What follows belongs to an exercise in optimizing a design on an open flow for small area, a short achievable clock period and few clock cycles per item; a production flow would make more cautious choices.
RTL that was checked went through simulation tests only; none was proved equivalent to the original.
Power and IR drop assume default switching activity.

==> module vector_divider, before the edit <==
module vector_divider #(
    parameter RAM_SIZE = 10,
    parameter N = 5,
    parameter NBITS = 32
)(
    input clock,
    input reset,
    output [RAM_SIZE-1:0] Addr,
    output [NBITS-1:0] Wdata,
    input [NBITS-1:0] Rdata,
    input [RAM_SIZE-1:0] Ndata,
    output Wenable,
    input startvd,
    output reg busyvd
);
localparam RX = 4;            
localparam XW = 32 + RX;      
localparam [3:0] IDLE = 4'b1000,
                 P1   = 4'b1001,    
                 P2   = 4'b1010,    
                 E    = 4'b1011,    
                 C1   = 4'b0000,    
                 C2   = 4'b1100,    
                 W1   = 4'b1101,    
                 D1   = 4'b0100,    
                 W2   = 4'b0101;    
reg [3:0] state, nstate;
reg first;
reg [8:0] h;
reg [31:0] R, Q;
reg [XW-1:0] X;
reg [5:0] j;
wire [31:0] diff;
wire nb;
cmpsub #(.W(32)) u_sub (.a(R), .b(X[31:0]), .d(diff), .c(nb));
wire ge = nb & ~|X[XW-1:32];
wire ph1 = (state == D1) | (state == P1);
wire shl = ge & ~j[5];                  
wire [8:0] hd = h - 9'd1;
wire last = (h == 9'd0);                
wire done2 = (j == 6'd0);
wire xld = (state == C1);
wire xsl = ~xld & ph1 & shl;
wire xsr = ~xld & ~(ph1 & shl);
wire alo = state[3];
wire we = state[2];
assign Addr = {we ? h : hd, alo};
assign Wdata = alo ? R : Q;
assign Wenable = we & ~first;
always @(*) begin
    nstate = state;
    case (state)
        IDLE: if (startvd) nstate = E;
        C1:   nstate = C2;
        C2:   nstate = D1;
        D1:   nstate = shl ? P1 : E;
        P1:   if (!shl) nstate = P2;
        P2:   if (done2) nstate = last ? W1 : C1;
        E:    nstate = last ? W1 : C1;
        W1:   nstate = W2;
        W2:   nstate = IDLE;
        default: nstate = IDLE;
    endcase
end
always @(posedge clock) begin
    if (reset) begin
        state <= IDLE;
        first <= 1'b0;
        busyvd <= 1'b0;
    end else begin
        state <= nstate;
        busyvd <= (nstate != IDLE);
        if (state == IDLE) begin
            h <= Ndata[8:0];
            first <= 1'b1;
        end
        if (state == D1) begin
            h <= hd;
            first <= 1'b0;
        end
    end
end
always @(posedge clock) begin
    X <= ({XW{xld}} & {{RX-1{1'b0}}, Rdata, 1'b0})
       | ({XW{xsl}} & {X[XW-1-RX:0], {RX{1'b0}}})
       | ({XW{xsr}} & {1'b0, X[XW-1:1]});
    if (state == C2)
        R <= Rdata;
    else if (state == P2 && ge)
        R <= diff;
    if (state == D1)
        Q <= 32'd0;
    else if (state == P2)
        Q <= {Q[30:0], ge};
    if (state == C1)
        j <= 6'd1;
    else if (ph1 && shl)
        j <= j + RX;
    else
        j <= j - 6'd1;
end
endmodule
clock: 4.5 ns
lec_check: 0
cap_margin: 20
core_margin: 2
core_utilization: 40
cts_buf_list: sky130_fd_sc_hd__clkbuf_8
setup_slack_margin: 1.3
slew_margin: 20
standard.sh (not shown) runs the stock make flow with config.mk's settings and CLKGATE_MAP_FILE= SYNTH_SCRIPT=/design/flow/synth_recipe.tcl, a recipe that flattens the netlist after the stock synthesis.
==> flow/flow/run.sh <==
#!/bin/bash
cd "$(dirname "$0")/.."
export BUFFER_PORTS_ARGS="-buffer_cell sky130_fd_sc_hd__buf_1"
export CTS_ARGS="-sink_clustering_enable -repair_clock_nets -root_buf sky130_fd_sc_hd__clkbuf_8 -buf_list sky130_fd_sc_hd__clkbuf_4 -dont_use_dummy_load"
bash standard.sh > standard_run.log 2>&1
The baseline finished with timing, DRC and antenna clean.
Then changed:
--- a/flow/design.v
+++ b/flow/design.v
@@ -156,23 +156,20 @@
 cmpsub #(.W(32)) u_sub (.a(R), .b(X[31:0]), .d(diff), .c(nb));
 wire ge = nb & ~|X[XW-1:32];
 wire ph1 = (state == D1) | (state == P1);
 wire shl = ge & ~j[5];                  
-wire [8:0] hd = h - 9'd1;
-wire last = (h == 9'd0);                
+wire [8:0] h1 = h + 9'd1;
+wire last = (h1 == Ndata[8:0]);         
 wire done2 = (j == 6'd0);
-wire xld = (state == C1);
-wire xsl = ~xld & ph1 & shl;
-wire xsr = ~xld & ~(ph1 & shl);
 wire alo = state[3];
 wire we = state[2];
-assign Addr = {we ? h : hd, alo};
+assign Addr = {we ? h : h1, alo};
 assign Wdata = alo ? R : Q;
 assign Wenable = we & ~first;
 always @(*) begin
     nstate = state;
     case (state)
-        IDLE: if (startvd) nstate = E;
+        IDLE: if (startvd) nstate = C1;
         C1:   nstate = C2;
         C2:   nstate = D1;
         D1:   nstate = shl ? P1 : E;
         P1:   if (!shl) nstate = P2;
@@ -185,27 +182,31 @@
 end
 always @(posedge clock) begin
     if (reset) begin
         state <= IDLE;
+        h <= 9'h1ff;
         first <= 1'b0;
         busyvd <= 1'b0;
     end else begin
         state <= nstate;
         busyvd <= (nstate != IDLE);
-        if (state == IDLE) begin
-            h <= Ndata[8:0];
+        if (state == IDLE && startvd)
             first <= 1'b1;
-        end
         if (state == D1) begin
-            h <= hd;
+            h <= h1;
             first <= 1'b0;
         end
+        if (state == W2)
+            h <= 9'h1ff;
     end
 end
 always @(posedge clock) begin
-    X <= ({XW{xld}} & {{RX-1{1'b0}}, Rdata, 1'b0})
-       | ({XW{xsl}} & {X[XW-1-RX:0], {RX{1'b0}}})
-       | ({XW{xsr}} & {1'b0, X[XW-1:1]});
+    if (state == C1)
+        X <= {{RX-1{1'b0}}, Rdata, 1'b0};
+    else if (ph1 && shl)
+        X <= {X[XW-1-RX:0], {RX{1'b0}}};
+    else
+        X <= {1'b0, X[XW-1:1]};
     if (state == C2)
         R <= Rdata;
     else if (state == P2 && ge)
         R <= diff;
Count of clock-buffer cells in the layout does not change.
Total power drops by well over a third.
Worst setup slack improved by 0.047 ns.
Die area rose slightly.
First-iteration DRC count goes down by a quarter to a third.
Combinational power shrinks by well over a third.
Final area falls by a few percent.
Testbench counts after the change, summed over its fixed seeds: cycles 7,930, items 700.
For the first run of this note, only the layout was checked, not whether the RTL still works.

Another version of the RTL of vector_divider (not shown whole).
For scale: roughly 850 cells after synthesis, about 120 flip-flops, ~7500 µm² of cells after synthesis.
==> module vector_divider, before the edit <==
module vector_divider #(
    parameter RAM_SIZE = 10,
    parameter N = 5,
    parameter NBITS = 32
)(
    input clock,
    input reset,
    output reg [RAM_SIZE-1:0] Addr,
    output [NBITS-1:0] Wdata,
    input [NBITS-1:0] Rdata,
    input [RAM_SIZE-1:0] Ndata,
    output reg Wenable,
    input startvd,
    output reg busyvd
);
localparam RX = 4;            
localparam XW = 32 + RX;      
localparam [3:0] IDLE = 4'd0,
                 C1   = 4'd1,    
                 C2   = 4'd2,    
                 D1   = 4'd3,    
                 P1   = 4'd4,    
                 P2   = 4'd5,    
                 E    = 4'd6,    
                 W1   = 4'd7,    
                 W2   = 4'd8;    
reg [3:0] state, nstate;
reg first, wsel;
reg [31:0] R, Q;
reg [XW-1:0] X;
reg [5:0] j;
wire [31:0] diff;
wire nb;
cmpsub #(.W(32)) u_sub (.a(R), .b(X[31:0]), .d(diff), .c(nb));
wire ge = nb & ~|X[XW-1:32];
wire ph1 = (state == D1) | (state == P1);
wire shl = ge & ~j[5];                  
wire last = (Addr[9:1] == Ndata[8:0]);  
wire done2 = (j == 6'd0);
assign Wdata = wsel ? Q : R;
always @(*) begin
    nstate = state;
    case (state)
        IDLE: if (startvd) nstate = C1;
        C1:   nstate = C2;
        C2:   nstate = D1;
        D1:   nstate = shl ? P1 : E;
        P1:   if (!shl) nstate = P2;
        P2:   if (done2) nstate = last ? W1 : C1;
        E:    nstate = last ? W1 : C1;
        W1:   nstate = W2;
        default: nstate = IDLE;
    endcase
end
always @(posedge clock) begin
    if (reset) begin
        state <= IDLE;
        Addr <= 10'd1;
        first <= 1'b0;
        busyvd <= 1'b0;
        Wenable <= 1'b0;
        wsel <= 1'b0;
    end else begin
        state <= nstate;
        busyvd <= (nstate != IDLE);
        wsel <= (nstate == D1) | (nstate == W2);
        Wenable <= ((nstate == C2) | (nstate == D1)) & ~first | (nstate == W1) | (nstate == W2);
        case (state)
            IDLE: if (startvd) begin
                Addr <= Addr - 10'd1;
                first <= 1'b1;
            end
            C1: Addr <= Addr - 10'd1;
            C2: Addr <= Addr - 10'd1;
            D1: begin
                Addr <= Addr + 10'd5;
                first <= 1'b0;
            end
            P2: if (done2) Addr <= last ? Addr - 10'd2 : Addr - 10'd1;
            E:  Addr <= last ? Addr - 10'd2 : Addr - 10'd1;
            W1: Addr <= Addr - 10'd1;
            W2: Addr <= 10'd1;
            default: ;
        endcase
    end
end
always @(posedge clock) begin
    if (state == C1)
        X <= {{RX-1{1'b0}}, Rdata, 1'b0};
    else if (ph1 && shl)
        X <= {X[XW-1-RX:0], {RX{1'b0}}};
    else
        X <= {1'b0, X[XW-1:1]};
    if (state == C2)
        R <= Rdata;
    else if (state == P2 && ge)
        R <= diff;
    if (state == D1)
        Q <= 32'd0;
    else if (state == P2)
        Q <= {Q[30:0], ge};
    if (state == C1)
        j <= 6'd1;
    else if (ph1 && shl)
        j <= j + RX;
    else
        j <= j - 6'd1;
end
endmodule
make LEC_CHECK=0 CAP_MARGIN=20 CORE_MARGIN=2 CORE_UTILIZATION=40 SLEW_MARGIN=20 finish   # period 4.5 ns
run.sh (not shown) runs the stock make flow with config.mk's settings and CLKGATE_MAP_FILE= SYNTH_SCRIPT=/design/flow/synth_recipe.tcl, a recipe that flattens the netlist after the stock synthesis.
Stock flow here: none of the scripts above is used.
The starting point finished with timing, DRC and antenna clean.
Testbench counts at the start, summed over its fixed seeds: cycles 7,930, items 700.
Edit:
--- a/flow/design.v
+++ b/flow/design.v
@@ -132,11 +132,11 @@
     input [RAM_SIZE-1:0] Ndata,
     output reg Wenable,
     input startvd,
     output reg busyvd
 );
-localparam RX = 4;            
+localparam RX = 3;            
 localparam XW = 32 + RX;      
 localparam [3:0] IDLE = 4'd0,
                  C1   = 4'd1,    
                  C2   = 4'd2,    
                  D1   = 4'd3,    
@@ -205,26 +205,26 @@
         endcase
     end
 end
 always @(posedge clock) begin
     if (state == C1)
-        X <= {{RX-1{1'b0}}, Rdata, 1'b0};
-    else if (ph1 && shl)
-        X <= {X[XW-1-RX:0], {RX{1'b0}}};
-    else
+        X <= {{RX{1'b0}}, Rdata};
+    else if (ph1)
+        X <= shl ? {X[XW-1-RX:0], {RX{1'b0}}} : {1'b0, X[XW-1:1]};
+    else if (state == P2)
         X <= {1'b0, X[XW-1:1]};
     if (state == C2)
         R <= Rdata;
     else if (state == P2 && ge)
         R <= diff;
     if (state == D1)
         Q <= 32'd0;
     else if (state == P2)
         Q <= {Q[30:0], ge};
     if (state == C1)
-        j <= 6'd1;
-    else if (ph1 && shl)
-        j <= j + RX;
-    else
+        j <= 6'd0;
+    else if (ph1)
+        j <= shl ? j + RX : j - 6'd1;
+    else if (state == P2)
         j <= j - 6'd1;
 end
 endmodule
- The new run finished with timing, DRC and antenna clean
- power shrinks by 26%
- synthesized area increases by 4.9%
- core utilization shrinks by 0.95 points
- fmax shrinks by 5.3%
- routed wire length climbs by 6.2%
- setup slack is worse by 190 ps
- global-route usage came out higher by 0.71 points
- die area went up by 4.8%
Function not checked in the second run of this note: the RTL went through the layout flow alone.

-- what the ideal ports hide --
The results above use ideal ports. As a check the final layouts listed here were re-extracted and re-timed, cells and wires unchanged.
Step 1 sets driving cells, clkbuf_16 on the clock port and buf_2 on the other inputs (assumed; they add their load-dependent delay and slew).
Step 2 also shifts input and output timing later by t, the mid clock arrival at the registers, as if the neighbouring blocks saw the same clock.
Slacks: no drivers / after step 1 / after step 2; pairs: no drivers / after step 1.
run	t, ns	setup WS [ns]	slew at the worst register clock pin (ns)	pins driven straight from the clock port
the first run of note 1	0.450	1.293 / 1.293 / 1.293	0.11 / 0.11	1
the second run of note 1	0.447	1.340 / 1.340 / 1.340	0.11 / 0.11	1
the first run of note 2	0.460	1.063 / 1.063 / 1.063	0.06 / 0.06	1
the second run of note 2	0.454	0.871 / 0.871 / 0.871	0.06 / 0.06	1
After both steps every run listed still meets setup and hold.
